This design comes from an exercise in tuning for small area, a short achievable clock period and few clock cycles on the open sky130 flow, not from production work.
RTL that was checked went through simulation tests only; none was proved equivalent to the original.
Only the layout flow was run in runs 3 and 4; the RTL was not checked for function there.
The flow treats the clock pin as an ideal source, which a real chip does not have.
No activity file was given, so power comes from the tool's default toggle rates.

===== flow/flow/run.sh =====
#!/bin/bash
# Standard layout, with the port buffers given as one buffer cell and the
# clock tree built by flow/clock_tree.tcl in place of TritonCTS's.
# make's output goes to make.log here; ORFS's per-step logs stay in orfs/logs.
set -euo pipefail
export BUFFER_PORTS_ARGS="-buffer_cell sky130_fd_sc_hd__buf_2"
export PRE_CTS_TCL="$PWD/flow/clock_tree.tcl"
export FLOW_TREE_NB=4
export FLOW_TREE_CELL=sky130_fd_sc_hd__clkbuf_16
bash standard.sh > make.log 2>&1

===== flow/flow/clock_tree.tcl =====
# Run by ORFS's cts.tcl before clock_tree_synthesis (PRE_CTS_TCL).
# Builds a one-level clock tree: the clock port drives FLOW_TREE_NB clock
# buffers, each driving the flip-flops of one group. The groups are made by
# sorting the flip-flops by x into FLOW_TREE_NB/2 columns and splitting each
# column by y into two halves, so every group has about the same size and
# every flip-flop sees the same buffer delay. Each buffer is put at the centre
# of its group; cts.tcl legalizes the placement afterwards. TritonCTS is then
# told to skip these nets, so it adds nothing.
proc my_tree {nb cell} {
  set block [ord::get_db_block]
  set net [$block findNet clk]
  set sinks {}
  foreach it [$net getITerms] {
    set inst [$it getInst]
    if {[[$inst getMaster] isSequential]} {
      set bb [$inst getBBox]
      lappend sinks [list [$inst getName]/[[$it getMTerm] getName] \
        [expr {([$bb xMin] + [$bb xMax]) / 2}] [expr {([$bb yMin] + [$bb yMax]) / 2}]]
    }
  }
  set n [llength $sinks]
  set ncol [expr {$nb / 2}]
  set sx [lsort -integer -index 1 $sinks]
  set groups {}
  for {set c 0} {$c < $ncol} {incr c} {
    set col [lsort -integer -index 2 \
      [lrange $sx [expr {$c * $n / $ncol}] [expr {($c + 1) * $n / $ncol - 1}]]]
    set m [llength $col]
    lappend groups [lrange $col 0 [expr {$m / 2 - 1}]]
    lappend groups [lrange $col [expr {$m / 2}] end]
  }
  set dbu [$block getDbUnitsPerMicron]
  set i 0
  foreach g $groups {
    set pins {}
    set xs 0
    set ys 0
    foreach s $g {
      lappend pins [get_pins [lindex $s 0]]
      set xs [expr {$xs + [lindex $s 1]}]
      set ys [expr {$ys + [lindex $s 2]}]
    }
    set k [llength $g]
    set x [expr {double($xs) / $k / $dbu}]
    set y [expr {double($ys) / $k / $dbu}]
    insert_buffer -buffer_cell $cell -net clk -load_pins $pins -location [list $x $y] \
      -buffer_name clktree_$i -net_name clktree_net_$i
    puts "clock tree: group $i has $k flip-flops, buffer at ($x, $y)"
    incr i
  }
  set skip [list clk]
  foreach inst [$block getInsts] {
    if {[string match clktree_* [$inst getName]]} {
      set onet [[$inst findITerm X] getNet]
      $onet setSigType CLOCK
      lappend skip [$onet getName]
      set_dont_touch [get_cells [$inst getName]]
    }
  }
  set_cts_config -skip_nets $skip
}
my_tree $::env(FLOW_TREE_NB) $::env(FLOW_TREE_CELL)

===== flow/config.mk =====
export PLATFORM = sky130hd
export DESIGN_NAME = LBP
export DESIGN_NICKNAME = LBP
export VERILOG_FILES = /design/flow/design.v
export SDC_FILE = /design/flow/constraint.sdc
export NUM_CORES = 4
export LEC_CHECK = 0
export CAP_MARGIN = 20
export CORE_MARGIN = 2
export CORE_UTILIZATION = 60
export SETUP_SLACK_MARGIN = 2.3
export SLEW_MARGIN = 20

===== flow/constraint.sdc =====
create_clock -name core_clock -period 4.0 [get_ports {clk}]
set_input_delay 0.8000 -clock core_clock [delete_from_list [all_inputs] [get_ports {clk}]]
set_output_delay 0.8000 -clock core_clock [all_outputs]
set_load 0.01 [all_outputs]

===== flow/standard.sh =====
#!/bin/bash
# synth_recipe.tcl (not shown) runs the flow's synth.tcl, then flattens the netlist and writes it again
# the make line also repeats each setting of config.mk as NAME=value (left out here)
make -C /OpenROAD-flow-scripts/flow DESIGN_CONFIG=/design/flow/config.mk WORK_HOME=/design/flow/orfs CLKGATE_MAP_FILE= SYNTH_SCRIPT=/design/flow/synth_recipe.tcl "${@:-finish}"

===== flow/design.v =====
`timescale 1ns/10ps
module LBP ( clk, reset, gray_addr, gray_req, gray_ready, gray_data, lbp_addr, lbp_valid, lbp_data, finish);
input   	clk;
input   	reset;
output  [13:0] 	gray_addr;
output reg         	gray_req;
input   	gray_ready;
input   [7:0] 	gray_data;
output reg  [13:0] 	lbp_addr;
output reg  	lbp_valid;
output reg  [7:0] 	lbp_data;
output reg  	finish;
parameter K = 6;               
localparam H = K + 2;          
localparam JW = 3;                
reg [6:0] r, x;                
reg [JW-1:0] j;                
reg [7:0] sr [0:H];            
reg xnz;                       
reg xe;                        
reg rz;                        
assign gray_addr = {r, x};
wire colend = (j == 0);
wire [6:0] r_down = r + 7'd1;
wire [6:0] r_top = r - (H-1);
wire [6:0] r_strip = {r[6:1], 1'b0};
always @(posedge clk or posedge reset) begin
    if (reset) begin
        r <= 7'd0;
        x <= 7'd0;
        j <= 0;
        xnz <= 1'b0;
        xe <= 1'b0;
        rz <= 1'b1;
        gray_req <= 1'b0;
        lbp_valid <= 1'b0;
        finish <= 1'b0;
    end else begin
        gray_req <= 1'b1;
        if (colend) begin
            j <= H-1;
            x <= x - 7'd1;
            xnz <= (x != 7'd1);
            xe <= (x == 7'd127) | !xnz;
            r <= xnz ? r_top : r_strip;
            rz <= xnz ? (r == H-1) | (r == H) : rz;
        end else begin
            j <= j - 1;
            r <= r_down;
            rz <= (r == 7'd0);
        end
        lbp_valid <= (j <= H-3) | rz;
        finish <= finish | (lbp_valid & (lbp_addr == {7'd126, 7'd1}));
    end
end
wire [7:0] c  = sr[H];
function [1:0] cmp2;
    input [7:0] a, b;
    reg [7:0] g, e;
    reg [3:0] g1, e1;
    reg [1:0] g2, e2;
    integer k;
    begin
        g = a & ~b;
        e = ~(a ^ b);
        for (k = 0; k < 4; k = k + 1) begin
            g1[k] = g[2*k+1] | (e[2*k+1] & g[2*k]);
            e1[k] = e[2*k+1] & e[2*k];
        end
        for (k = 0; k < 2; k = k + 1) begin
            g2[k] = g1[2*k+1] | (e1[2*k+1] & g1[2*k]);
            e2[k] = e1[2*k+1] & e1[2*k];
        end
        cmp2[1] = g2[1] | (e2[1] & g2[0]) | (e2[1] & e2[0]);
        cmp2[0] = ~(g2[1] | (e2[1] & g2[0]));
    end
endfunction
wire [1:0] rdl = cmp2(gray_data, c);
wire [1:0] rlt = cmp2(sr[0], c);
wire [1:0] rul = cmp2(sr[1], c);
wire [1:0] rdn = cmp2(sr[H-1], c);
reg [H:0]   d2;    
reg [H-1:0] d4;    
reg [H-2:0] d7;    
reg         d1;    
wire [7:0] code = {d7[H-2], rdn[1], rdl[1], d4[H-1], rlt[1], d2[H], d1, rul[1]};
wire zero = rz | xe;
integer i;
always @(posedge clk) begin
    sr[0] <= gray_data;
    for (i = 1; i <= H; i = i + 1)
        sr[i] <= sr[i-1];
    d2 <= {d2[H-1:0], rdl[0]};
    d4 <= {d4[H-2:0], rlt[0]};
    d7 <= {d7[H-3:0], rul[0]};
    d1 <= rdn[0];
    lbp_addr <= {r - 7'd1, x + 7'd1};
    lbp_data <= zero ? 8'd0 : code;
end
endmodule

==> results of run 1 <==
## per-layer routing
layer,part of all wire,vias up,track usage
met5,0,-,0
met4,0.010,0,0.0141
met3,0.038,4,0.0159
met2,0.50,51,0.291
met1,0.45,1172,0.206
li1,-,1290,-
## power breakdown
| part | leakage [nW] | internal (mW) | switching [mW] |
|---|---|---|---|
| Clock | 0.0493 | 0.187 | 0.325 |
| Sequential | 1.26 | 1.50 | 0.0212 |
| Combinational | 0.920 | 0.0449 | 0.0623 |
## sequential cells by signal, summed over array words and instances, names as in the netlist
register	flops
j	3
finish	1
rz	1
xe	1
x	7
gray_req	1
lbp_valid	1
d4	8
lbp_data	8
sr	72
d7	7
d2	9
d1	1
r	7
lbp_addr	14
xnz	1
## Yosys cell counts (2+ instances only)
library cell  count
and2_1            4
xor2_1           11
buf_2             4
nor2_1           18
and3_1            2
a21oi_1          14
buf_4             2
nor4_1            2
o21ai_0          13
inv_1            18
nand3_1          11
dfxtp_1         119
nor3_1            8
a21o_1            3
a31oi_1           2
nand4b_1          2
a211oi_1          6
xnor2_1          10
nand2_1          18
nor4b_1           2
nor2b_1           2
dfrtp_1          22
ha_1             40
nor3b_1           2
o21a_1            3
nand4_1           4
## worst paths after layout
check / endpoint / slack (ns) / depth (start not counted)
hold reg to reg: d2[6] / 0.32 / 0
setup / recovery: lbp_data[5] / 2.32 / 6
hold / removal: d2[6] / 0.32 / 0
max in group asynchronous: x[3] / 2.62 / 2
min in group asynchronous: r[5] / 0.78 / 2
setup reg to reg: lbp_data[0] / 2.38 / 6
## per-stage QoR
stage,cell area [um2],utilization,setup WS [ns],hold WS [ns]
2_1_floorplan,4460,-,2.30,0.310
3_3_place_gp,4780,0.662,2.10,0.309
3_5_place_dp,4780,0.662,2.05,0.312
4_1_cts,4900,0.679,2.11,0.312
5_1_grt,4950,0.686,2.24,0.335
6_report,4950,0.686,2.32,0.325
## cell type report, clock buffers not listed
type	instances	area (um2)	area share
sequential	142	2970	0.600
tap	99	124	0.0250
inverter	18	67.6	0.0136
multi-input combinational	187	1420	0.287
timing repair buffer	51	269	0.0543
## logic make-up (layout without fill, tap and decap cells)
group | count (synthesis) | in the layout | synth area share
XOR/XNOR | 21 | 21 | 0.0414
other | 1 | 1 | 0.000844
buffers and inverters | 25 | 73 | 0.0256
flip-flops | 142 | 142 | 0.666
AO/OA/AOI/OAI | 46 | 46 | 0.0639
AND/OR/NAND/NOR | 79 | 79 | 0.0895
adder cells (fa/ha/maj) | 40 | 40 | 0.113
## what timing repair did
action                     CTS  global route
gates resized for setup      5            13
pin swaps                    2             0
setup endpoints to repair   10            18
buffers inserted             0             3
==> results.yml, run 1 <==
floorplanning:
  dieArea_um2: 8110
  die_y_um: 90.1
  die-width_um: 90.1
  initial_core_util: 0.616
  num_rows: 31
  num_io_pins: 50
  coreArea_um2: 7210
drt:
  ant_nets: 0
  wl_per_cell_um: 12.7
  drc: 0
  totalWireLength_mm: 6.37
  viasPerCell: 5.02
  num_vias: 2517
  dr.first_iter.drc_count: 69
  dr.pass1.iters: 4
power_and_ir_drop:
  power_density_nw_per_um2: 432
  ir_drop_mv: 0.240
  fin_total_pwr_mw: 2.14
  p_leak_nw: 2.23
sta:
  fmax_mhz: 594
  rsz0062_at_grt: "yes"
  fin_crit_ns: 1.68
  setup_tns_ns: 0
  setup-violations-final: 0
  worst_pin_slew_ns: 0.877
  drv_slew: 0
  skew_ns: 0.0150
  fin_crit_sh: 0.421
  slew_headroom: 0.415
  hold_violations: 0
synthesis:
  synth_area_leaders: "dfxtp_1, dfrtp_1, ha_1, xor2_1, xnor2_1"
  yosys_register_bits: 142
  yosysSeqAreaShare: 0.666
  synth_cell_type_count: 38
  postSynth.asyncResetShare: 0.162
  netlist_instances: 354
  synth_top_cell_area_share: 0.536
  syn_area_um2: 4440
  synth.net_count: 405
  synth_edf_count: 0
  ys_warn_count: 2
  yosys.area.top_type: "dfxtp_1"
  avgSynthCellArea_um2: 12.6
  ys.flop_type: "dfxtp_1"
critical_path:
  cp-startpoint: "gray_data[1]"
  critPathLaunchType: "primary input"
  criticalPathCategory: "primary input to flop"
  crit_fanout: 2
  cp_num_buf_inv: 1
  cp_cell_sequence: "buf_6 > ha_4 > a21o_1 > a211oi_2 > a211oi_1 > o21a_1"
  cp-end-kind: "flop"
  cp.arrival_ns: 1.76
  cp_slowest_cell: "a211oi_2"
  cp.required_ns: 4.08
  max_stage_delay_ns: 0.22
  crit_family: "compound AO/OA/AOI/OAI gates"
  timing.rr.start: "sr[8][1]"
grt:
  grt_max_degree: 37
  track_usage: 0.157
  grt_pass1_wl_mm: 10.9
  grt-ovfl-total: 0
  grt_pass1_vias: 2451
  antenna_found_initial: 0
placement:
  io_buffer_count: 48
  hpwl_mm: 4.74
  dp.cells: 494
  gp_congestion: 0.719
layout:
  diodes: 0
  final_cell_mix: "dfxtp_1, buf_2, ha_1"
  drive_gt1_frac: 0.192
  final_nets: 455
  layout.filler_cells: 565
  syn_to_final_growth_pct: 11.4
  instances_no_fill: 501
  mostFrequentLayoutCell: "dfxtp_1"
outcome:
  status: "finished clean"
clock_network:
  clk_pin_slew_ns: 0.12
  clk-insertion-delay-late_ns: 0.18
  cts_hold_buf: 0
hold_path:
  hold_class: "flop to flop"
  min_from: "d2[5]"
job:
  drv_cap: 0
Testbench counts, summed over its fixed seeds: cycles 387,126.
==> run 2, diff against run 1 <==
--- a/flow/config.mk
+++ b/flow/config.mk
@@ -8,5 +8,5 @@
 export CAP_MARGIN = 20
 export CORE_MARGIN = 2
 export CORE_UTILIZATION = 60
-export SETUP_SLACK_MARGIN = 2.3
+export SETUP_SLACK_MARGIN = 2.45
 export SLEW_MARGIN = 20
==> run 2 against run 1 <==
Register-to-register slack better by 0.06 ns. Area after synthesis stayed put. Hold slack gained 0.0028 ns. Largest cell class unchanged. Combinational power grew 6%. Synthesized cell count unchanged. Maximum frequency is 0.14% lower. Largest power group unchanged. Still clean. Sequential power about the same. Power up 0.27%.
==> results.yml, run 2 <==
outcome:
  status: "finished clean"
synthesis:
  yosys.area.top_type: "dfxtp_1"
  avgSynthCellArea_um2: 12.6
  yosys_register_bits: 142
  netlist_instances: 354
  postSynth.asyncResetShare: 0.162
  synth.net_count: 405
  ys_top_cells_by_count: "dfxtp_1, ha_1, dfrtp_1"
  yosysSeqAreaShare: 0.666
  ys.flop_type: "dfxtp_1"
  ys_warn_count: 2
  synth_edf_count: 0
  synth_area_leaders: "dfxtp_1, dfrtp_1, ha_1, xor2_1, xnor2_1"
  synth_top_cell_area_share: 0.536
  synth_cell_type_count: 38
  post-synth-top-count-cell: "dfxtp_1"
  syn_area_um2: 4440
floorplanning:
  coreArea_um2: 7210
  dieArea_um2: 8110
  num_io_pins: 50
  initial_core_util: 0.616
  num_rows: 31
  die-width_um: 90.1
  die_y_um: 90.1
placement:
  gp_congestion: 0.719
  io_buffer_count: 48
  hpwl_mm: 4.74
clock_network:
  cts_hold_buf: 0
  clk_pin_slew_ns: 0.12
  clk-insertion-delay-late_ns: 0.18
layout:
  syn_to_final_growth_pct: 19.1
  reg_top3: "sr: 72 flops, lbp_addr: 14 flops, d2: 9 flops"
  diodes: 0
  drive_gt1_frac: 0.276
  top_register: "sr"
  multi_input_area_um2: 1480
  register_area_um2: 2980
  final_cell_mix: "dfxtp_1, ha_1, buf_2, buf_4"
  mostFrequentLayoutCell: "dfxtp_1"
  final_nets: 480
  largest_reg_flops: 72
  layout.filler_cells: 519
power_and_ir_drop:
  fin_total_pwr_mw: 2.14
  combPwrFrac: 0.052
  p_leak_nw: 2.35
  p_sw_mw: 0.410
  internal_power_mw: 1.73
  pwr-share-seq: 0.709
  ir_drop_mv: 0.240
  clkPwrFrac: 0.238
  p_sw_frac: 0.191
  power_density_nw_per_um2: 405
sta:
  fmax_mhz: 593
  fin_crit_ns: 1.69
  rsz0062_at_grt: "yes"
  fin_crit_sh: 0.422
  worst_pin_slew_ns: 0.631
  drv_slew: 0
  slew_headroom: 0.578
  setup-violations-final: 0
  hold_violations: 0
  skew_ns: 0.0113
  setup_tns_ns: 0
critical_path:
  r2r_slack_ns: 2.44
  crit_family: "flip-flops"
  criticalPathCategory: "flop to primary output"
  critPathLaunchType: "flop"
  worstReg2RegEnd: "r[5]"
  timing.rr.start: "j[0]"
  cp_num_buf_inv: 1
  cp_cell_sequence: "buf_2"
  cp-end-kind: "primary output"
  max_stage_delay_ns: 0.53
  cp.arrival_ns: 0.89
  crit_fanout: 11
  reg2reg_depth: 6
  cp.required_ns: 3.20
  cp_slowest_cell: "dfrtp_2"
drt:
  num_vias: 2609
  dr.pass1.iters: 4
  wl_per_cell_um: 12.7
  ant_nets: 0
  totalWireLength_mm: 6.71
  drc: 0
  viasPerCell: 4.96
  dr.first_iter.drc_count: 84
grt:
  grt_pass1_vias: 2464
  track_usage: 0.159
  grt-ovfl-total: 0
  antenna_found_initial: 0
  grt_max_degree: 37
  grt_pass1_wl_mm: 11.0
hold_path:
  min_from: "d2[5]"
  worstHoldEndpoint: "d2[6]"
  hold_class: "flop to flop"
  whs_path_depth: 0
job:
  drv_cap: 0
==> run 2: cells by family after synthesis <==
logic type	synth area share
simple gates	0.0895
other cells	0.000844
flops	0.666
fa+ha+maj	0.113
compound gates	0.0639
xor+xnor	0.0414
buf+inv	0.0256
==> run 2: layout make-up, clock buffers not listed <==
cell class                 count  share of cell area
sequential                   142               0.563
multi-input combinational    187               0.279
timing repair buffer          76               0.102
tap                           99              0.0234
inverter                      18              0.0140
==> run 2: timing repair <==
item | in CTS | in global routing
buffers inserted | 2 | 26
endpoints found under the setup margin | 38 | 31
pin swaps | 2 | 10
resized for setup | 10 | 41
==> run 2: metal layers <==
metal | wire [um] | track usage
met1 | 3070 | 0.211
met2 | 3370 | 0.293
met3 | 211 | 0.0159
met4 | 64 | 0.0128
met5 | 0 | 0
==> run 2: how the worst max path moves through the flow <==
| stage | start | end | cells past startpoint |
|---|---|---|---|
| floorplan | gray_data[1] | lbp_data[5] | 5 |
| global placement | j[0] | x[4] | 6 |
| detailed placement | j[0] | r[6] | 6 |
| CTS | gray_data[1] | lbp_data[5] | 6 |
| global route | gray_data[1] | lbp_data[5] | 6 |
| finish | r[3] | gray_addr[10] | 1 |
==> run 2: stage by stage <==
step / utilization / cell area [um2] / instances / setup WS (ns) / hold slack, ns
floorplan: - / 4460 / 354 / 2.30 / 0.310
global placement: 0.662 / 4780 / 494 / 2.10 / 0.309
detailed placement: 0.662 / 4780 / 494 / 2.05 / 0.312
CTS: 0.684 / 4930 / 500 / 2.11 / 0.312
global route: 0.733 / 5290 / 526 / 2.25 / 0.335
finish: 0.733 / 5290 / 526 / 2.31 / 0.328
==> run 2: power by group through the flow <==
| stage | clock network, mW | registers, mW | logic [mW] |
|---|---|---|---|
| 6_report | 0.511 | 1.52 | 0.113 |
| 2_1_floorplan | 0 | 1.55 | 0.0634 |
| 3_3_place_gp | 0 | 1.55 | 0.103 |
| 5_1_grt | 0.575 | 1.53 | 0.131 |
| 3_5_place_dp | 0 | 1.55 | 0.106 |
| 4_1_cts | 0.398 | 1.55 | 0.110 |
==> run 3, diff against run 2 <==
--- a/flow/design.v
+++ b/flow/design.v
@@ -8,7 +8,7 @@
 input   [7:0] 	gray_data;
 output reg  [13:0] 	lbp_addr;
 output reg  	lbp_valid;
-output reg  [7:0] 	lbp_data;
+output  [7:0] 	lbp_data;
 output reg  	finish;
 parameter K = 6;               
 localparam H = K + 2;          
@@ -19,11 +19,17 @@
 reg xnz;                       
 reg xe;                        
 reg rz;                        
-assign gray_addr = {r, x};
+reg [13:0] ga;                 
+reg [7:0] code_q;              
+reg zero_q;                    
+assign lbp_data = zero_q ? 8'd0 : code_q;
+assign gray_addr = ga;
 wire colend = (j == 0);
 wire [6:0] r_down = r + 7'd1;
 wire [6:0] r_top = r - (H-1);
 wire [6:0] r_strip = {r[6:1], 1'b0};
+wire [6:0] r_n = !colend ? r_down : xnz ? r_top : r_strip;
+wire [6:0] x_n = colend ? x - 7'd1 : x;
 always @(posedge clk or posedge reset) begin
     if (reset) begin
         r <= 7'd0;
@@ -37,16 +43,15 @@
         finish <= 1'b0;
     end else begin
         gray_req <= 1'b1;
+        r <= r_n;
+        x <= x_n;
         if (colend) begin
             j <= H-1;
-            x <= x - 7'd1;
             xnz <= (x != 7'd1);
             xe <= (x == 7'd127) | !xnz;
-            r <= xnz ? r_top : r_strip;
             rz <= xnz ? (r == H-1) | (r == H) : rz;
         end else begin
             j <= j - 1;
-            r <= r_down;
             rz <= (r == 7'd0);
         end
         lbp_valid <= (j <= H-3) | rz;
@@ -87,6 +92,7 @@
 wire zero = rz | xe;
 integer i;
 always @(posedge clk) begin
+    ga <= {r_n, x_n};
     sr[0] <= gray_data;
     for (i = 1; i <= H; i = i + 1)
         sr[i] <= sr[i-1];
@@ -95,6 +101,7 @@
     d7 <= {d7[H-3:0], rul[0]};
     d1 <= rdn[0];
     lbp_addr <= {r - 7'd1, x + 7'd1};
-    lbp_data <= zero ? 8'd0 : code;
+    code_q <= code;
+    zero_q <= zero;
 end
 endmodule
--- a/flow/flow/clock_tree.tcl
+++ b/flow/flow/clock_tree.tcl
@@ -54,9 +54,14 @@
       set onet [[$inst findITerm X] getNet]
       $onet setSigType CLOCK
       lappend skip [$onet getName]
-      set_dont_touch [get_cells [$inst getName]]
     }
   }
   set_cts_config -skip_nets $skip
+  # connect the new buffers' supply pins with the platform's rules (pdn.tcl)
+  add_global_connection -net {VDD} -inst_pattern {clktree_.*} -pin_pattern {VPWR} -power
+  add_global_connection -net {VDD} -inst_pattern {clktree_.*} -pin_pattern {VPB}
+  add_global_connection -net {VSS} -inst_pattern {clktree_.*} -pin_pattern {VGND} -ground
+  add_global_connection -net {VSS} -inst_pattern {clktree_.*} -pin_pattern {VNB}
+  global_connect
 }
 my_tree $::env(FLOW_TREE_NB) $::env(FLOW_TREE_CELL)
--- a/flow/config.mk
+++ b/flow/config.mk
@@ -8,5 +8,5 @@
 export CAP_MARGIN = 20
 export CORE_MARGIN = 2
 export CORE_UTILIZATION = 60
-export SETUP_SLACK_MARGIN = 2.45
+export SETUP_SLACK_MARGIN = 2.4
 export SLEW_MARGIN = 20
==> run 3 against run 2 <==
Still clean on timing, DRC and antenna. Final cell count shrank 0.95%. Combinational power grew 17%. Synthesized cell count grew 3.1%. Clock power grew 4.3%. Flip-flop and latch count grew 15. Setup slack gained 0.015 ns. Core utilization shrank 3.0 points. Largest cell class unchanged. Highest routed layer unchanged.
==> results.yml, run 3 <==
synthesis:
  avgSynthCellArea_um2: 13.0
  ys_top_cells_by_count: "dfxtp_1, ha_1, a21oi_1, dfrtp_1, nand2_1"
  synth_cell_type_count: 39
  yosys.area.top_type: "dfxtp_1"
  yosys_register_bits: 157
  syn_area_um2: 4740
  ys_warn_count: 2
  netlist_instances: 365
  synth_edf_count: 0
  yosysSeqAreaShare: 0.688
  ys.flop_type: "dfxtp_1"
  synth_top_cell_area_share: 0.566
  synth.net_count: 416
  postSynth.asyncResetShare: 0.146
  synth_area_leaders: "dfxtp_1, dfrtp_1, ha_1, a21oi_1, xor2_1"
  post-synth-top-count-cell: "dfxtp_1"
sta:
  hold_violations: 0
  fmax_mhz: 598
  setup-violations-final: 0
  fin_crit_ns: 1.67
  rsz0062_at_grt: "yes"
  slew_headroom: 0.653
  skew_ns: 0.00949
  setup_tns_ns: 0
  fin_crit_sh: 0.418
  fin_ws_ns: 2.33
  drv_slew: 0
  fin_hold_ws_ns: 0.338
  worst_pin_slew_ns: 0.520
drt:
  ant_nets: 0
  totalWireLength_mm: 6.76
  viasPerCell: 4.92
  wl_per_cell_um: 13.0
  num_vias: 2563
  dr.pass1.iters: 4
  drc: 0
  dr.first_iter.drc_count: 40
power_and_ir_drop:
  p_sw_frac: 0.187
  combPwrFrac: 0.056
  power_density_nw_per_um2: 431
  clkPwrFrac: 0.228
  internal_power_mw: 1.90
  p_leak_nw: 2.46
  ir_drop_mv: 0.246
  pwr-share-seq: 0.715
  p_sw_mw: 0.435
floorplanning:
  die_y_um: 92.8
  num_io_pins: 50
  num_rows: 32
  die-width_um: 92.8
  coreArea_um2: 7690
  initial_core_util: 0.616
  dieArea_um2: 8620
layout:
  final_area_um2: 5410
  final_nets: 472
  syn_to_final_growth_pct: 14.2
  largest_reg_flops: 72
  reg_top3: "sr: 72 flops, ga: 14 flops, lbp_addr: 14 flops"
  layout.filler_cells: 593
  drive_gt1_frac: 0.229
  mostFrequentLayoutCell: "dfxtp_1"
  diodes: 0
  final_cell_mix: "dfxtp_1, buf_2, ha_1, dfrtp_1, nand2_1"
  top_register: "sr"
  final_core_util: 0.704
critical_path:
  critPathLaunchType: "flop"
  crit_fanout: 8
  cp.required_ns: 3.20
  cp.arrival_ns: 0.87
  cp-end-kind: "primary output"
  criticalPathCategory: "flop to primary output"
placement:
  placed_area_um2: 5090
  io_buffer_count: 48
  post-place-ws_ns: 2.13
  hpwl_mm: 4.89
  gp_congestion: 0.812
job:
  drv_cap: 0
outcome:
  status: "finished clean"
grt:
  grt-ovfl-total: 0
  grt_pass1_vias: 2523
  grt_max_degree: 41
  antenna_found_initial: 0
  track_usage: 0.154
  grt_pass1_wl_mm: 10.9
clock_network:
  clk_pin_slew_ns: 0.12
  clk-insertion-delay-late_ns: 0.18
hold_path:
  hold_class: "flop to flop"
==> run 3: cell count changes in the layout (fill, tap and decap cells not counted), moves of 6 or more <==
cell	before	now
buf_2	34	46
dfrtp_2	13	0
dfrtp_1	9	22
dfxtp_1	118	133
nor2b_1	1	7
buf_4	28	9
nor2_1	18	11
buf_6	13	2
==> run 3: per-layer routing <==
metal | up-vias | part of all wire | global-route usage
met5 | - | 0 | 0
met4 | 0 | 0.014 | 0.0221
met3 | 6 | 0.030 | 0.00814
met2 | 45 | 0.51 | 0.293
met1 | 1190 | 0.45 | 0.197
li1 | 1322 | - | -
==> run 3: power groups by stage <==
stage	logic [mW]	registers, mW	clock network, mW
floorplan	0.0798	1.70	0
global placement	0.114	1.70	0
detailed placement	0.118	1.71	0
CTS	0.129	1.71	0.422
global route	0.151	1.68	0.609
finish	0.132	1.67	0.533
==> run 3: critical path: stages (launching register included) <==
cell	delay (ns)
dfxtp_4	0.42
nor2b_1	0.13
buf_2	0.14
==> run 3: worst paths after layout <==
kind                       slack (ns)     start  cells after the start     endpoint
setup / recovery                 2.33    zero_q                      2  lbp_data[0]
max in group asynchronous        3.03     reset                      2           rz
setup reg to reg                 2.38      j[0]                      6         x[3]
min in group asynchronous        0.63     reset                      2         r[5]
hold / removal                   0.34  sr[5][3]                      0     sr[6][3]
hold reg to reg                  0.34  sr[5][3]                      0     sr[6][3]
==> run 3: kinds of logic (layout without fill, tap and decap cells) <==
group | count (synthesis) | count (layout) | share of synthesized area
other | 1 | 1 | 0.000792
adders and majority gates | 40 | 40 | 0.106
buffers and inverters | 26 | 80 | 0.0251
DFF | 157 | 157 | 0.688
AOI/OAI and AO/OA | 52 | 52 | 0.0658
and+or+nand+nor | 68 | 68 | 0.0753
muxes | 1 | 1 | 0.00211
xor gates and xnor gates | 20 | 20 | 0.0370
==> run 3: metrics by stage <==
stage / power [mW] / instances
floorplan: 1.78 / 365
global route: 2.44 / 521
finish: 2.33 / 521
detailed placement: 1.82 / 508
global placement: 1.82 / 508
CTS: 2.26 / 517
==> run 3: layout make-up, clock buffers not listed <==
cell class	count	area, um2	share of cell area
multi-input cells	182	1520	0.282
flip-flops and latches	157	3260	0.603
inverters	19	75.1	0.0139
well taps	102	128	0.0236
repair buffers	57	320	0.0592
==> run 3: repair_timing <==
item / CTS / global route
gates cloned: 0 / 0
hold buffers: 0 / 0
setup buffers: 5 / 4
hold endpoints to repair: 0 / 0
endpoints found under the setup margin: 34 / 20
pin swaps: 7 / 5
resized for setup: 18 / 20
==> run 4, diff against run 3 <==
--- a/flow/design.v
+++ b/flow/design.v
@@ -20,21 +20,24 @@
 reg xe;                        
 reg rz;                        
 reg [13:0] ga;                 
-reg [7:0] code_q;              
-reg zero_q;                    
-assign lbp_data = zero_q ? 8'd0 : code_q;
+reg ncz;                       
+reg [7:0] lq;                  
+reg zq;                        
+assign lbp_data = {lq[7:6], lq[5] & !zq, lq[4:0]};
 assign gray_addr = ga;
-wire colend = (j == 0);
+wire colend = !ncz;
 wire [6:0] r_down = r + 7'd1;
 wire [6:0] r_top = r - (H-1);
 wire [6:0] r_strip = {r[6:1], 1'b0};
 wire [6:0] r_n = !colend ? r_down : xnz ? r_top : r_strip;
-wire [6:0] x_n = colend ? x - 7'd1 : x;
+wire [6:0] x_dec = x - 7'd1;
+wire [6:0] x_n = colend ? x_dec : x;
 always @(posedge clk or posedge reset) begin
     if (reset) begin
         r <= 7'd0;
         x <= 7'd0;
         j <= 0;
+        ncz <= 1'b0;
         xnz <= 1'b0;
         xe <= 1'b0;
         rz <= 1'b1;
@@ -45,6 +48,7 @@
         gray_req <= 1'b1;
         r <= r_n;
         x <= x_n;
+        ncz <= colend | (j != 1);
         if (colend) begin
             j <= H-1;
             xnz <= (x != 7'd1);
@@ -101,7 +105,7 @@
     d7 <= {d7[H-3:0], rul[0]};
     d1 <= rdn[0];
     lbp_addr <= {r - 7'd1, x + 7'd1};
-    code_q <= code;
-    zero_q <= zero;
+    lq <= {zero ? 2'b0 : code[7:6], code[5], zero ? 5'b0 : code[4:0]};
+    zq <= zero;
 end
 endmodule
--- a/flow/config.mk
+++ b/flow/config.mk
@@ -7,6 +7,6 @@
 export LEC_CHECK = 0
 export CAP_MARGIN = 20
 export CORE_MARGIN = 2
-export CORE_UTILIZATION = 60
+export CORE_UTILIZATION = 85
 export SETUP_SLACK_MARGIN = 2.4
 export SLEW_MARGIN = 20
==> run 4 against run 3 <==
The flow now stops in clock tree synthesis. Area after synthesis increased by 3.4%. Synthesized cell count increased by 5.2%.
==> results.yml, run 4 <==
synthesis:
  yosys.area.top_type: "dfxtp_1"
  ys_warn_count: 2
  synth_xor_area_frac: 0.0394
  netlist_instances: 384
  synth-simple-area-share: 0.0836
  synthMuxAreaShare: 0.00409
  synth_top_family_by_area: "adder cells"
  post-synth-top-count-cell: "dfxtp_1"
  syn_area_um2: 4890
  synth_cell_type_count: 45
  ys.flop_type: "dfxtp_1"
  synth.net_count: 435
  ys_top_cells_by_count: "dfxtp_1, ha_1, dfrtp_1, nand2_1, nor2_1"
  synth_edf_count: 0
  synth_top_cell_area_share: 0.548
  yosysSeqAreaShare: 0.671
  synth_area_leaders: "dfxtp_1, dfrtp_1, ha_1, xnor2_1, xor2_1"
  postSynth.asyncResetShare: 0.152
  avgSynthCellArea_um2: 12.7
  synth_fa_ha_area_frac: 0.102
  yosys_register_bits: 158
  synth_compound_area_frac: 0.0637
floorplanning:
  num_rows: 27
  initial_core_util: 0.883
  die-width_um: 79.9
  die_y_um: 79.9
  num_io_pins: 50
clock_network:
  cts_hold_buf: 0
  cts_resized: 47
  cts_setup_buffers: 1
placement:
  hpwl_mm: 7.52
  io_buffer_count: 48
  dp.cells: 490
  gp_congestion: 0.861
outcome:
  stop_stage: "clock tree synthesis"
  status: "did not finish"
  error_line: "[ERROR DPL-0033] detailed placement checks failed during check placement."
run 4: cells by family after synthesis:
logic type	Yosys count
simple gates	77
flops	158
compound gates	52
mux	2
fa+ha+maj	40
other cells	1
buf+inv	32
xor+xnor	22
run 4: metrics by stage:
stage	util	cell area, um2	setup WS (ns)
after floorplan	-	4890	2.43
after global placement	0.924	5120	2.22
after detailed placement	0.924	5120	2.00
run 4: worst max-delay path by stage:
| stage | cells after the start | endpoint | start | slack, ns |
|---|---|---|---|---|
| after floorplan | 5 | lq[5] | gray_data[0] | 2.43 |
| after global placement | 5 | lq[5] | gray_data[5] | 2.22 |
| after detailed placement | 5 | lq[5] | gray_data[7] | 2.00 |
run 4: power groups by stage:
| stage | sequential [mW] | clock [mW] | combinational, mW |
|---|---|---|---|
| floorplan | 1.71 | 0 | 0.0859 |
| global placement | 1.71 | 0 | 0.104 |
| detailed placement | 1.72 | 0 | 0.126 |
==> run 5, diff against run 4 <==
--- a/flow/design.v
+++ b/flow/design.v
@@ -19,12 +19,11 @@
 reg xnz;                       
 reg xe;                        
 reg rz;                        
-reg [13:0] ga;                 
 reg ncz;                       
 reg [7:0] lq;                  
 reg zq;                        
 assign lbp_data = {lq[7:6], lq[5] & !zq, lq[4:0]};
-assign gray_addr = ga;
+assign gray_addr = {r, x};
 wire colend = !ncz;
 wire [6:0] r_down = r + 7'd1;
 wire [6:0] r_top = r - (H-1);
@@ -96,7 +95,6 @@
 wire zero = rz | xe;
 integer i;
 always @(posedge clk) begin
-    ga <= {r_n, x_n};
     sr[0] <= gray_data;
     for (i = 1; i <= H; i = i + 1)
         sr[i] <= sr[i-1];
--- a/flow/config.mk
+++ b/flow/config.mk
@@ -7,6 +7,6 @@
 export LEC_CHECK = 0
 export CAP_MARGIN = 20
 export CORE_MARGIN = 2
-export CORE_UTILIZATION = 85
+export CORE_UTILIZATION = 60
 export SETUP_SLACK_MARGIN = 2.4
 export SLEW_MARGIN = 20
==> run 5 against run 4 <==
Area after synthesis decreased by 5.8%. Now clean on timing, DRC and antenna. Synthesized cell count decreased by 3.6%.
==> results.yml, run 5 <==
outcome:
  status: "finished clean"
drt:
  viasPerCell: 4.98
  totalWireLength_mm: 6.77
  dr.first_iter.drc_count: 84
  num_vias: 2654
  dr.pass1.iters: 4
  ant_nets: 0
  drc: 0
  wl_per_cell_um: 12.7
synthesis:
  ys.flop_type: "dfxtp_1"
  synth_xor_area_frac: 0.0418
  avgSynthCellArea_um2: 12.5
  synth_top_family_by_area: "adder cells"
  synth_cell_type_count: 40
  yosysSeqAreaShare: 0.652
  post-synth-top-count-cell: "dfxtp_1"
  syn_area_um2: 4610
  synth_compound_area_frac: 0.0687
  ys_warn_count: 2
  synth_top_cell_area_share: 0.521
  synth_edf_count: 0
  ys_top_cells_by_count: "dfxtp_1, ha_1, dfrtp_1, nor2_1"
  synth_fa_ha_area_frac: 0.109
  synth-simple-area-share: 0.0860
  netlist_instances: 370
  yosys_register_bits: 144
  synth_area_leaders: "dfxtp_1, dfrtp_1, ha_1, xnor2_1, o21ai_0"
  synth.net_count: 421
  synthMuxAreaShare: 0.00434
  yosys.area.top_type: "dfxtp_1"
  postSynth.asyncResetShare: 0.167
floorplanning:
  initial_core_util: 0.629
  num_rows: 31
  die_y_um: 91.7
  dieArea_um2: 8400
  die-width_um: 91.7
  coreArea_um2: 7330
  num_io_pins: 50
layout:
  drive_gt1_frac: 0.247
  mostFrequentLayoutCell: "dfxtp_1"
  reg_top3: "sr: 72 flops, lbp_addr: 14 flops, d2: 9 flops"
  layout.filler_cells: 528
  multi_input_area_um2: 1520
  diodes: 0
  syn_to_final_growth_pct: 15.3
  largest_reg_flops: 72
  top_register: "sr"
  register_area_um2: 3020
  final_cell_mix: "dfxtp_1, buf_2, ha_1, buf_4"
  final_nets: 487
critical_path:
  cp.required_ns: 3.20
  critPathLaunchType: "flop"
  cp-end-kind: "primary output"
  cp.arrival_ns: 0.80
  crit_fanout: 6
  criticalPathCategory: "flop to primary output"
  cp_slowest_cell: "dfrtp_2"
  cp_num_buf_inv: 1
  cp_cell_sequence: "buf_6"
  crit_family: "flip-flops"
  max_stage_delay_ns: 0.48
job:
  drv_cap: 0
grt:
  grt_max_degree: 37
  grt_pass1_wl_mm: 11.1
  grt-ovfl-total: 0
  grt_pass1_vias: 2463
  antenna_found_initial: 0
  track_usage: 0.158
sta:
  fin_crit_sh: 0.400
  skew_ns: 0.00976
  slew_headroom: 0.565
  drv_slew: 0
  rsz0062_at_grt: "yes"
  fin_ws_ns: 2.40
  fmax_mhz: 626
  setup-violations-final: 0
  setup_tns_ns: 0
  hold_violations: 0
  worst_pin_slew_ns: 0.653
  fin_crit_ns: 1.60
clock_network:
  clk_pin_slew_ns: 0.12
  clk-insertion-delay-late_ns: 0.18
  cts_hold_buf: 0
hold_path:
  hold_class: "flop to flop"
power_and_ir_drop:
  p_leak_nw: 2.40
  ir_drop_mv: 0.347
  power_density_nw_per_um2: 409
placement:
  post-place-ws_ns: 2.22
  io_buffer_count: 48
  hpwl_mm: 4.68
  gp_congestion: 0.747
-- run 5: final cells by class, clock buffers not listed --
type                    instances  share of cell area
inverters                      18              0.0134
repair buffers                 74              0.0913
well taps                      99              0.0233
multi-input cells             194               0.285
flip-flops and latches        144               0.568
-- run 5: worst register-to-register path: cells and delay by family (launching register included) --
| family | cells | cell delay, ns |
|---|---|---|
| xor+xnor | 1 | 0.20 |
| flops | 1 | 0.64 |
| simple gates | 2 | 0.61 |
-- run 5: kinds of logic after synthesis --
group	count (synthesis)
xor+xnor	22
compound gates	53
mux	2
simple gates	76
flops	144
fa+ha+maj	40
other cells	1
buf+inv	32
-- run 5: path summary, 6_finish.rpt --
check | end | startpoint | depth (start not counted) | slack (ns)
worst max-delay path | gray_addr[12] | r[5] | 1 | 2.40
worst max register to register | x[4] | ncz | 3 | 2.47
max in group asynchronous | x[2] | reset | 2 | 3.01
worst min register to register | sr[5][7] | sr[4][7] | 0 | 0.33
worst min-delay path | sr[5][7] | sr[4][7] | 0 | 0.33
min in group asynchronous | r[2] | reset | 2 | 0.64
-- run 5: per-stage QoR --
stage | std cells | total power, mW | util | cell area [um2] | hold slack [ns]
finish | 533 | 2.17 | 0.725 | 5320 | 0.330
global route | 533 | 2.27 | 0.725 | 5320 | 0.342
CTS | 507 | 2.10 | 0.691 | 5060 | 0.312
detailed placement | 503 | 1.68 | 0.664 | 4870 | 0.312
global placement | 503 | 1.68 | 0.664 | 4870 | 0.310
floorplan | 370 | 1.65 | - | 4610 | 0.310
-- run 5: power breakdown --
group,switching [mW],internal (mW),total [mW]
logic,0.0692,0.0558,0.125
clock network,0.323,0.187,0.510
registers,0.0213,1.52,1.54
-- run 5: layer usage --
metal,wire (um),track usage,vias up
met2,3390,0.303,58
met1,3010,0.197,1224
met5,0,0,-
met4,99,0.0177,0
met3,271,0.0148,9
li1,-,-,1363
-- run 5: what timing repair did --
action,4_1_cts,5_1_grt
buffers inserted,0,26
gates cloned,0,0
endpoints found under the setup margin,25,17
gates resized for setup,16,20
pin swaps,7,0
Testbench counts of run 5, summed over its fixed seeds: cycles 387,126.
==> run 6, diff against run 5 <==
--- a/flow/config.mk
+++ b/flow/config.mk
@@ -8,5 +8,5 @@
 export CAP_MARGIN = 20
 export CORE_MARGIN = 2
 export CORE_UTILIZATION = 60
-export SETUP_SLACK_MARGIN = 2.4
+export SETUP_SLACK_MARGIN = 2.5
 export SLEW_MARGIN = 20
==> run 6 against run 5 <==
Clock power about the same. First-iteration DRC count down 43%. Sequential share of layout area down 1.7 points. Power up 1.1%. Die area unchanged. Critical path type unchanged. Critical endpoint is now gray_addr[4]. Largest cell class unchanged. Largest power group unchanged. Highest routed layer unchanged.
==> results.yml, run 6 <==
synthesis:
  yosysSeqAreaShare: 0.652
  yosys_register_bits: 144
  synth_top_family_by_area: "adder cells"
  ys_warn_count: 2
  syn_area_um2: 4610
  avgSynthCellArea_um2: 12.5
  postSynth.asyncResetShare: 0.167
  netlist_instances: 370
  synth_area_leaders: "dfxtp_1, dfrtp_1, ha_1, xnor2_1, o21ai_0"
  synth_top_cell_area_share: 0.521
  synth_cell_type_count: 40
  ys.flop_type: "dfxtp_1"
  post-synth-top-count-cell: "dfxtp_1"
  synth_compound_area_frac: 0.0687
  synth-simple-area-share: 0.0860
  synth_xor_area_frac: 0.0418
  synth_fa_ha_area_frac: 0.109
  synthMuxAreaShare: 0.00434
  yosys.area.top_type: "dfxtp_1"
  synth.net_count: 421
  synth_edf_count: 0
  ys_top_cells_by_count: "dfxtp_1, ha_1, dfrtp_1, nor2_1"
drt:
  dr.pass1.iters: 4
  totalWireLength_mm: 6.88
  dr.first_iter.drc_count: 48
  wl_per_cell_um: 12.8
  viasPerCell: 5.03
  ant_nets: 0
  num_vias: 2696
  drc: 0
hold_path:
  whs_path_depth: 0
  hold_class: "flop to flop"
critical_path:
  cp_cell_sequence: "buf_6"
  cp_slowest_cell: "dfrtp_2"
  cp_num_cells: 1
  cp_num_buf_inv: 1
  crit_family: "flip-flops"
  max_stage_delay_ns: 0.47
  cp.required_ns: 3.20
  critPathLaunchType: "flop"
  reg2reg_depth: 4
  cp.arrival_ns: 0.78
  crit_fanout: 5
  cp-end-kind: "primary output"
  criticalPathCategory: "flop to primary output"
sta:
  hold_violations: 0
  fin_crit_ns: 1.58
  skew_ns: 0.0117
  setup-violations-final: 0
  fin_hold_ws_ns: 0.327
  rsz0062_at_grt: "yes"
  drv_slew: 0
  fin_ws_ns: 2.42
  fmax_mhz: 631
  setup_tns_ns: 0
  slew_headroom: 0.635
  fin_crit_sh: 0.396
  worst_pin_slew_ns: 0.547
grt:
  grt_pass1_vias: 2569
  grt_max_degree: 37
  track_usage: 0.156
  grt-ovfl-total: 0
  grt_pass1_wl_mm: 11.2
  antenna_found_initial: 0
layout:
  mostFrequentLayoutCell: "dfxtp_1"
  largest_reg_flops: 72
  reg_top3: "sr: 72 flops, lbp_addr: 14 flops, d2: 9 flops"
  final_cell_mix: "dfxtp_1, ha_1, buf_2, buf_4, nor2_1"
  layout.filler_cells: 489
  diodes: 0
  drive_gt1_frac: 0.300
  top_register: "sr"
  syn_to_final_growth_pct: 19.2
  final_nets: 490
floorplanning:
  die-width_um: 91.7
  initial_core_util: 0.629
  dieArea_um2: 8400
  num_rows: 31
  die_y_um: 91.7
  num_io_pins: 50
  coreArea_um2: 7330
power_and_ir_drop:
  power_density_nw_per_um2: 400
  p_leak_nw: 2.46
  fin_total_pwr_mw: 2.20
  ir_drop_mv: 0.266
job:
  drv_cap: 0
placement:
  io_buffer_count: 48
  gp_congestion: 0.751
  post-place-ws_ns: 2.23
  hpwl_mm: 4.63
outcome:
  status: "finished clean"
clock_network:
  clk_pin_slew_ns: 0.12
  clk-insertion-delay-late_ns: 0.18
-- run 6: through the flow --
stage,utilization,instances,area (um2)
global placement,0.669,503,4900
floorplan,-,370,4650
global route,0.749,536,5490
CTS,0.698,508,5110
detailed placement,0.669,503,4900
finish,0.749,536,5490
-- run 6: worst paths after layout --
check / start / endpoint / slack, ns
min in group asynchronous: reset / gray_req / 0.64
setup reg to reg: x[3] / xnz / 2.50
hold / removal: sr[6][3] / sr[7][3] / 0.33
setup / recovery: x[4] / gray_addr[4] / 2.42
hold reg to reg: sr[6][3] / sr[7][3] / 0.33
max in group asynchronous: reset / r[2] / 3.00
-- run 6: repair_timing --
| item | in CTS | in global routing |
|---|---|---|
| setup buffers | 1 | 28 |
| pin swaps | 12 | 5 |
| hold endpoints to repair | 0 | 0 |
| setup endpoints to repair | 30 | 34 |
| gates resized for setup | 21 | 46 |
| hold buffers | 0 | 0 |
-- run 6: final cells by class, clock buffers not listed --
| cell class | count | area [um2] | area share |
|---|---|---|---|
| inverters | 18 | 71.3 | 0.0130 |
| multi-input cells | 194 | 1610 | 0.293 |
| flip-flops and latches | 144 | 3030 | 0.551 |
| well taps | 99 | 124 | 0.0225 |
| repair buffers | 77 | 563 | 0.102 |
-- run 6: cells by family (layout without fill, tap and decap cells) --
group,count (synthesis),after routing
buffers and inverters,32,99
XOR/XNOR,22,22
adder cells (fa/ha/maj),40,40
AO/OA/AOI/OAI,53,53
other,1,1
multiplexers,2,2
flip-flops,144,144
AND/OR/NAND/NOR,76,76
-- run 6: power breakdown --
| group | leakage [nW] | internal [mW] | switching (mW) |
|---|---|---|---|
| registers | 1.27 | 1.52 | 0.0221 |
| clock network | 0.0493 | 0.187 | 0.322 |
| logic | 1.14 | 0.0692 | 0.0781 |
-- run 6: routing by layer --
| metal | GRT usage | wire length, um | up-vias |
|---|---|---|---|
| met4 | 0.0227 | 108 | 0 |
| met2 | 0.292 | 3480 | 57 |
| met5 | 0 | 0 | - |
| met1 | 0.204 | 3040 | 1267 |
| li1 | - | - | 1363 |
| met3 | 0.0107 | 244 | 9 |
==> run 7, diff against run 6 <==
--- a/flow/config.mk
+++ b/flow/config.mk
@@ -8,5 +8,5 @@
 export CAP_MARGIN = 20
 export CORE_MARGIN = 2
 export CORE_UTILIZATION = 60
-export SETUP_SLACK_MARGIN = 2.5
+export SETUP_SLACK_MARGIN = 2.0
 export SLEW_MARGIN = 20
==> run 7 against run 6 <==
Register-to-register slack worse by 0.03 ns. Sequential share of layout area up 5.4 points. Critical path type unchanged. Flip-flop and latch count unchanged. Core utilization down 7.2 points.
==> results.yml, run 7 <==
hold_path:
  worstHoldEndpoint: "sr[5][7]"
  hold_class: "flop to flop"
  whs_path_depth: 0
  min_from: "sr[4][7]"
sta:
  slew_headroom: 0.383
  fin_crit_sh: 0.434
  fmax_mhz: 577
  rsz0062_at_grt: "no"
  drv_slew: 0
  fin_ws_ns: 2.27
  setup-violations-final: 0
  fin_hold_ws_ns: 0.330
  setup_tns_ns: 0
  worst_pin_slew_ns: 0.924
  skew_ns: 0.00888
  hold_violations: 0
  fin_crit_ns: 1.73
floorplanning:
  die_y_um: 91.7
  initial_core_util: 0.629
  dieArea_um2: 8400
  die-width_um: 91.7
  coreArea_um2: 7330
  num_rows: 31
  num_io_pins: 50
synthesis:
  syn_area_um2: 4610
  postSynth.asyncResetShare: 0.167
  ys_top_cells_by_count: "dfxtp_1, ha_1, dfrtp_1, nor2_1"
  avgSynthCellArea_um2: 12.5
  post-synth-top-count-cell: "dfxtp_1"
  synth_edf_count: 0
  yosys.area.top_type: "dfxtp_1"
  synth_top_cell_area_share: 0.521
  yosysSeqAreaShare: 0.652
  ys_warn_count: 2
  yosys_register_bits: 144
  synth_area_leaders: "dfxtp_1, dfrtp_1, ha_1, xnor2_1, o21ai_0"
  synth.net_count: 421
  netlist_instances: 370
  ys.flop_type: "dfxtp_1"
  synth_cell_type_count: 40
critical_path:
  r2r_slack_ns: 2.47
  cp_cell_sequence: "buf_2"
  cp.required_ns: 3.20
  cp-end-kind: "primary output"
  timing.rr.start: "sr[8][5]"
  crit_fanout: 8
  worstReg2RegEnd: "d1"
  cp_slowest_cell: "dfrtp_1"
  reg2reg_depth: 6
  critPathLaunchType: "flop"
  max_stage_delay_ns: 0.56
  crit_family: "flip-flops"
  cp_num_buf_inv: 1
  cp.arrival_ns: 0.93
  criticalPathCategory: "flop to primary output"
layout:
  reg_top3: "sr: 72 flops, lbp_addr: 14 flops, d2: 9 flops"
  syn_to_final_growth_pct: 7.74
  final_core_util: 0.677
  diodes: 0
  instances_no_fill: 507
  register_area_um2: 3000
  top_register: "sr"
  final_cell_mix: "dfxtp_1, buf_2, ha_1, dfrtp_1, nor2_1"
  final_nets: 461
  final_area_um2: 4970
  mostFrequentLayoutCell: "dfxtp_1"
  largest_reg_flops: 72
  multi_input_area_um2: 1430
  drive_gt1_frac: 0.137
  layout.filler_cells: 568
placement:
  dp.cells: 503
  hpwl_mm: 4.68
  gp_congestion: 0.747
  post-place-ws_ns: 2.22
  placed_area_um2: 4870
  io_buffer_count: 48
grt:
  track_usage: 0.153
  grt_max_degree: 37
  antenna_found_initial: 0
  grt_pass1_vias: 2417
  grt-ovfl-total: 0
  grt_pass1_wl_mm: 10.8
outcome:
  status: "finished clean"
power_and_ir_drop:
  power_density_nw_per_um2: 435
  p_leak_nw: 2.27
  fin_total_pwr_mw: 2.16
  ir_drop_mv: 0.344
drt:
  dr.pass1.iters: 4
  drc: 0
  wl_per_cell_um: 12.3
  dr.first_iter.drc_count: 51
  viasPerCell: 4.98
  ant_nets: 0
  totalWireLength_mm: 6.25
  num_vias: 2526
clock_network:
  clk-insertion-delay-late_ns: 0.18
  cts_setup_buffers: 0
  clk_pin_slew_ns: 0.12
  cts_hold_buf: 0
  cts_resized: 0
job:
  drv_cap: 0
run 7: area by class of cell, clock buffers not listed:
type | instances | area share
inverter | 18 | 0.0136
multi-input combinational | 194 | 0.288
sequential | 144 | 0.605
tap | 99 | 0.0249
timing repair buffer | 48 | 0.0484
run 7: worst max path at each step:
stage / startpoint / to / cells after the start
CTS: gray_data[5] / lq[5] / 5
global route: x[2] / gray_addr[2] / 1
finish: x[0] / gray_addr[0] / 1
detailed placement: gray_data[5] / lq[5] / 5
global placement: gray_data[0] / lq[5] / 6
floorplan: gray_data[0] / lq[5] / 5
run 7: routing by layer:
metal | track usage | part of all wire | vias to the layer above
met2 | 0.290 | 0.48 | 47
met5 | 0 | 0 | -
met4 | 0.0177 | 0.014 | 0
li1 | - | - | 1310
met3 | 0.0148 | 0.041 | 7
met1 | 0.194 | 0.47 | 1162
run 7: kinds of logic after synthesis:
family | count (synthesis) | synth area share
buffers and inverters | 32 | 0.0380
and+or+nand+nor | 76 | 0.0860
xor gates and xnor gates | 22 | 0.0418
adders and majority gates | 40 | 0.109
muxes | 2 | 0.00434
other | 1 | 0.000814
AOI/OAI and AO/OA | 53 | 0.0687
DFF | 144 | 0.652
run 7: power by group:
part           total (mW)  internal, mW  switching (mW)
clock               0.510         0.187           0.323
sequential           1.54          1.52          0.0212
combinational       0.109        0.0469          0.0620
total                2.16          1.75           0.406
==> run 8, diff against run 7 <==
--- a/flow/config.mk
+++ b/flow/config.mk
@@ -8,5 +8,5 @@
 export CAP_MARGIN = 20
 export CORE_MARGIN = 2
 export CORE_UTILIZATION = 60
-export SETUP_SLACK_MARGIN = 2.0
+export SETUP_SLACK_MARGIN = 2.2
 export SLEW_MARGIN = 20
==> run 8 against run 7 <==
Critical endpoint is now gray_addr[9]. Flip-flop and latch count unchanged. Core utilization up 0.051 points. Sequential share of layout area about the same. Highest routed layer unchanged. Via count about the same. Power about the same. Area after synthesis unchanged. Maximum frequency up 2.2%.
==> results.yml, run 8 <==
power_and_ir_drop:
  combPwrFrac: 0.050
  power_density_nw_per_um2: 434
  p_sw_mw: 0.407
  ir_drop_mv: 0.344
  p_leak_nw: 2.27
  clkPwrFrac: 0.237
  p_sw_frac: 0.188
  pwr-share-seq: 0.713
  internal_power_mw: 1.75
critical_path:
  r2r_slack_ns: 2.47
  cp.arrival_ns: 0.90
  timing.rr.start: "sr[8][5]"
  worstReg2RegEnd: "d1"
  cp-end-kind: "primary output"
  reg2reg_depth: 6
  max_stage_delay_ns: 0.53
  crit_family: "flip-flops"
  cp_cell_sequence: "buf_2"
  cp_num_buf_inv: 1
  criticalPathCategory: "flop to primary output"
  cp_slowest_cell: "dfrtp_1"
  cp.required_ns: 3.20
  critPathLaunchType: "flop"
  crit_fanout: 9
synthesis:
  synth-simple-area-share: 0.0860
  ys.flop_type: "dfxtp_1"
  ys_top_cells_by_count: "dfxtp_1, ha_1, dfrtp_1, nor2_1"
  synthMuxAreaShare: 0.00434
  yosys.area.top_type: "dfxtp_1"
  syn_area_um2: 4610
  postSynth.asyncResetShare: 0.167
  synth_top_family_by_area: "adder cells"
  synth_edf_count: 0
  synth_fa_ha_area_frac: 0.109
  netlist_instances: 370
  post-synth-top-count-cell: "dfxtp_1"
  synth_xor_area_frac: 0.0418
  synth_compound_area_frac: 0.0687
  synth_top_cell_area_share: 0.521
  synth_cell_type_count: 40
  avgSynthCellArea_um2: 12.5
  yosysSeqAreaShare: 0.652
  yosys_register_bits: 144
  synth.net_count: 421
  synth_area_leaders: "dfxtp_1, dfrtp_1, ha_1, xnor2_1, o21ai_0"
  ys_warn_count: 2
clock_network:
  clk_pin_slew_ns: 0.12
  cts_hold_buf: 0
  cts_resized: 0
  cts_setup_buffers: 0
  clk-insertion-delay-late_ns: 0.18
layout:
  final_area_um2: 4970
  final_nets: 461
  mostFrequentLayoutCell: "dfxtp_1"
  diodes: 0
  reg_top3: "sr: 72 flops, lbp_addr: 14 flops, d2: 9 flops"
  final_core_util: 0.678
  top_register: "sr"
  syn_to_final_growth_pct: 7.82
  layout.filler_cells: 566
  final_cell_mix: "dfxtp_1, buf_2, ha_1, dfrtp_1, nor2_1"
  drive_gt1_frac: 0.145
  largest_reg_flops: 72
sta:
  fin_crit_ns: 1.70
  drv_slew: 0
  worst_pin_slew_ns: 0.925
  skew_ns: 0.00895
  hold_violations: 0
  setup_tns_ns: 0
  fin_crit_sh: 0.424
  slew_headroom: 0.382
  setup-violations-final: 0
  fmax_mhz: 589
  rsz0062_at_grt: "no"
floorplanning:
  die_y_um: 91.7
  num_io_pins: 50
  initial_core_util: 0.629
  dieArea_um2: 8400
  die-width_um: 91.7
  num_rows: 31
  coreArea_um2: 7330
grt:
  grt-ovfl-total: 0
  track_usage: 0.153
  antenna_found_initial: 0
  grt_pass1_vias: 2417
  grt_pass1_wl_mm: 10.8
  grt_max_degree: 37
drt:
  drc: 0
  dr.first_iter.drc_count: 60
  dr.pass1.iters: 4
  ant_nets: 0
  viasPerCell: 4.98
  wl_per_cell_um: 12.3
  totalWireLength_mm: 6.26
  num_vias: 2524
placement:
  placed_area_um2: 4870
  io_buffer_count: 48
  hpwl_mm: 4.68
  gp_congestion: 0.747
hold_path:
  worstHoldEndpoint: "sr[5][7]"
  min_from: "sr[4][7]"
  whs_path_depth: 0
  hold_class: "flop to flop"
outcome:
  status: "finished clean"
job:
  drv_cap: 0
run 8: cell counts after synthesis:
Identical to the previous run, type by type.
run 8: stage by stage:
stage	cells	setup slack [ns]	total power [mW]	hold slack (ns)
finish	507	2.30	2.16	0.330
global placement	503	2.23	1.68	0.310
detailed placement	503	2.22	1.68	0.312
floorplan	370	2.41	1.65	0.310
CTS	507	2.22	2.09	0.312
global route	507	2.25	2.25	0.343
run 8: logic make-up after synthesis:
logic type,Yosys count
AO/OA/AOI/OAI,53
XOR/XNOR,22
adder cells (fa/ha/maj),40
buffers and inverters,32
flip-flops,144
multiplexers,2
other,1
AND/OR/NAND/NOR,76
run 8: worst max-delay path by stage:
stage | start | endpoint | slack [ns] | depth (start not counted)
after floorplan | gray_data[0] | lq[5] | 2.41 | 5
after global placement | gray_data[0] | lq[5] | 2.23 | 6
after detailed placement | gray_data[5] | lq[5] | 2.22 | 5
after CTS | gray_data[5] | lq[5] | 2.22 | 5
after global routing | r[2] | gray_addr[9] | 2.25 | 1
final | r[2] | gray_addr[9] | 2.30 | 1
run 8: routing by layer:
layer	up-vias	GRT usage	routed length, um
met4	0	0.0177	85
met1	1155	0.194	2930
met5	-	0	0
met3	7	0.0148	272
met2	52	0.290	2980
li1	1310	-	-
run 8: area by class of cell, clock buffers not listed:
type                            instances  area, um2  share of cell area
Multi-Input combinational cell        194       1430               0.288
Timing Repair Buffer                   48        240              0.0483
Inverter                               18       67.6              0.0136
Sequential cell                       144       3010               0.605
Tap cell                               99        124              0.0249
run 8: worst reg2reg max path, delay by kind of cell, from the launching register on:
family,cells,cell delay [ns]
compound gates,3,0.65
fa+ha+maj,1,0.33
buf+inv,1,0.10
flops,1,0.33
simple gates,1,0.06
run 8: power groups by stage:
stage                     clock (mW)  combinational [mW]  sequential, mW
after global placement             0               0.106            1.57
after global routing           0.575               0.129            1.55
after floorplan                    0              0.0859            1.56
after detailed placement           0               0.110            1.57
after CTS                      0.401               0.111            1.57
final                          0.511               0.109            1.54
==> run 9, diff against run 8 <==
--- a/flow/config.mk
+++ b/flow/config.mk
@@ -8,5 +8,5 @@
 export CAP_MARGIN = 20
 export CORE_MARGIN = 2
 export CORE_UTILIZATION = 60
-export SETUP_SLACK_MARGIN = 2.2
+export SETUP_SLACK_MARGIN = 2.3
 export SLEW_MARGIN = 20
==> run 9 against run 8 <==
Still clean. Sequential power barely moved. Final cell count did not move. Power rose by 0.54%. Synthesized cell count did not move. Register-to-register slack got worse by 0.03 ns. Critical path depth did not move. Via count rose by 0.55%. Wire length rose by 2.4%. Setup slack improved by 0.042 ns. Largest power group unchanged. Highest routed layer unchanged.
==> results.yml, run 9 <==
sta:
  setup-violations-final: 0
  setup_tns_ns: 0
  skew_ns: 0.00895
  fin_ws_ns: 2.35
  fin_crit_ns: 1.65
  hold_violations: 0
  rsz0062_at_grt: "no"
  fin_crit_sh: 0.414
  worst_pin_slew_ns: 0.929
  slew_headroom: 0.380
  fmax_mhz: 604
  drv_slew: 0
power_and_ir_drop:
  p_sw_frac: 0.190
  pwr-share-seq: 0.709
  fin_total_pwr_mw: 2.17
  ir_drop_mv: 0.344
  power_density_nw_per_um2: 430
  internal_power_mw: 1.76
  combPwrFrac: 0.055
  clkPwrFrac: 0.236
  p_sw_mw: 0.412
  p_leak_nw: 2.27
layout:
  final_core_util: 0.688
  reg_top3: "sr: 72 flops, lbp_addr: 14 flops, d2: 9 flops"
  mostFrequentLayoutCell: "dfxtp_1"
  final_cell_mix: "dfxtp_1, buf_2, ha_1"
  syn_to_final_growth_pct: 9.47
  top_register: "sr"
  diodes: 0
  final_nets: 461
  largest_reg_flops: 72
  drive_gt1_frac: 0.174
  layout.filler_cells: 561
synthesis:
  postSynth.asyncResetShare: 0.167
  synth_cell_type_count: 40
  avgSynthCellArea_um2: 12.5
  ys.flop_type: "dfxtp_1"
  ys_warn_count: 2
  synth_top_cell_area_share: 0.521
  post-synth-top-count-cell: "dfxtp_1"
  netlist_instances: 370
  yosysSeqAreaShare: 0.652
  yosys_register_bits: 144
  ys_top_cells_by_count: "dfxtp_1, ha_1, dfrtp_1, nor2_1"
  syn_area_um2: 4610
  yosys.area.top_type: "dfxtp_1"
  synth_edf_count: 0
  synth.net_count: 421
  synth_area_leaders: "dfxtp_1, dfrtp_1, ha_1, xnor2_1, o21ai_0"
drt:
  drc: 0
  dr.first_iter.drc_count: 54
  ant_nets: 0
  viasPerCell: 5.01
  num_vias: 2538
  dr.pass1.iters: 4
  totalWireLength_mm: 6.41
  wl_per_cell_um: 12.6
grt:
  grt_max_degree: 37
  antenna_found_initial: 0
  track_usage: 0.157
  grt-ovfl-total: 0
  grt_pass1_wl_mm: 11.1
  grt_pass1_vias: 2458
critical_path:
  cp_num_buf_inv: 1
  crit_family: "flip-flops"
  cp_cell_sequence: "buf_2"
  cp.arrival_ns: 0.85
  max_stage_delay_ns: 0.50
  critPathLaunchType: "flop"
  cp.required_ns: 3.20
  cp-end-kind: "primary output"
  criticalPathCategory: "flop to primary output"
  cp_slowest_cell: "dfrtp_1"
  crit_fanout: 6
floorplanning:
  dieArea_um2: 8400
  die-width_um: 91.7
  coreArea_um2: 7330
  num_io_pins: 50
  num_rows: 31
  die_y_um: 91.7
  initial_core_util: 0.629
clock_network:
  clk-insertion-delay-late_ns: 0.18
  clk_pin_slew_ns: 0.12
hold_path:
  hold_class: "flop to flop"
placement:
  gp_congestion: 0.747
  hpwl_mm: 4.68
  io_buffer_count: 48
  post-place-ws_ns: 2.22
job:
  drv_cap: 0
outcome:
  status: "finished clean"
run 9: changes by cell type in the layout (fill, tap and decap cells not counted), moves of 2 or more:
cell     change
dfrtp_2      +4
ha_1         -4
ha_4         +4
o21ai_0      -2
dfrtp_1      -4
run 9: layout make-up, clock buffers not listed:
cell class                 count  area [um2]  area share
inverter                      18        67.6      0.0134
multi-input combinational    194        1500       0.296
sequential                   144        3010       0.597
tap                           99         124      0.0245
timing repair buffer          48         246      0.0488
run 9: path summary, 6_finish.rpt:
| path | from | endpoint | slack (ns) | depth (start not counted) |
|---|---|---|---|---|
| min in group asynchronous | reset | r[4] | 0.80 | 2 |
| hold reg to reg | sr[4][7] | sr[5][7] | 0.33 | 0 |
| setup / recovery | x[1] | gray_addr[1] | 2.35 | 1 |
| hold / removal | sr[4][7] | sr[5][7] | 0.33 | 0 |
| max in group asynchronous | reset | x[2] | 2.56 | 2 |
| setup reg to reg | sr[8][5] | d1 | 2.44 | 6 |
run 9: logic make-up (layout without fill, tap and decap cells):
family / after synthesis / in the layout / share of synthesized area
other: 1 / 1 / 0.000814
AOI/OAI and AO/OA: 53 / 53 / 0.0687
adders and majority gates: 40 / 40 / 0.109
buffers and inverters: 32 / 70 / 0.0380
DFF: 144 / 144 / 0.652
xor gates and xnor gates: 22 / 22 / 0.0418
and+or+nand+nor: 76 / 76 / 0.0860
muxes: 2 / 2 / 0.00434
run 9: per-stage QoR:
step                hold WS (ns)  cells  cell area [um2]
floorplan                  0.310    370             4610
global placement           0.310    503             4870
detailed placement         0.312    503             4870
CTS                        0.312    507             5040
global route               0.343    507             5050
finish                     0.330    507             5050
run 9: power by group through the flow:
stage	combinational [mW]	clock [mW]	sequential (mW)
after floorplan	0.0859	0	1.56
after global placement	0.106	0	1.57
after detailed placement	0.110	0	1.57
after CTS	0.120	0.401	1.57
after global routing	0.140	0.575	1.55
final	0.120	0.511	1.54
run 9: repair_timing:
action	CTS	global route
setup endpoints to repair	2	7
pin swaps	5	0
setup buffers	0	0
hold buffers	0	0
resized for setup	11	7
run 9: routing by layer:
layer	global-route usage	wire length, um
met4	0.0177	78
met2	0.303	3140
met3	0.0148	267
met1	0.197	2920
met5	0	0

-- port drivers added, routing unchanged --
In the flow no input, the clock included, has a driving cell. The finished layouts below were timed again as built, in two steps. Step 1 (the two cells are an assumption about what drives the block):
set clk [get_ports {clk}]
set_driving_cell -lib_cell sky130_fd_sc_hd__clkbuf_16 $clk
set_driving_cell -lib_cell sky130_fd_sc_hd__buf_2 [delete_from_list [all_inputs] $clk]
Step 2 moves the port delays by t, midway between the first and last clock arrival at a register: inputs arrive t later, outputs are due t later. That takes back most of the time a late clock gives input paths. Slacks: no drivers / after step 1 / after step 2; pairs: no drivers / after step 1.
run | t (ns) | setup WS [ns] | worst setup path after step 2 | worst register clock-pin slew, ns | worst slew at a driven data input, ns
run 1 | 0.248 | 2.316 / 2.259 / 2.110 | input to register | 0.12 / 0.12 | 0.04
run 2 | 0.248 | 2.313 / 2.238 / 2.105 | input to register | 0.12 / 0.12 | 0.05
run 3 | 0.255 | 2.329 / 2.252 / 2.198 | input to register | 0.12 / 0.12 | 0.04
run 5 | 0.251 | 2.402 / 2.326 / 2.305 | input to register | 0.12 / 0.12 | 0.04
run 6 | 0.252 | 2.416 / 2.339 / 2.311 | input to register | 0.12 / 0.12 | 0.04
run 7 | 0.249 | 2.265 / 2.190 / 2.239 | input to register | 0.12 / 0.12 | 0.03
run 8 | 0.249 | 2.303 / 2.228 / 2.239 | input to register | 0.12 / 0.12 | 0.03
run 9 | 0.249 | 2.346 / 2.270 / 2.285 | input to register | 0.12 / 0.12 | 0.04
After both steps setup and hold are still met in every run listed. For run 2, which loses most, drivers alone change the setup slack by -0.075 ns; drivers and shift together by -0.208 ns.
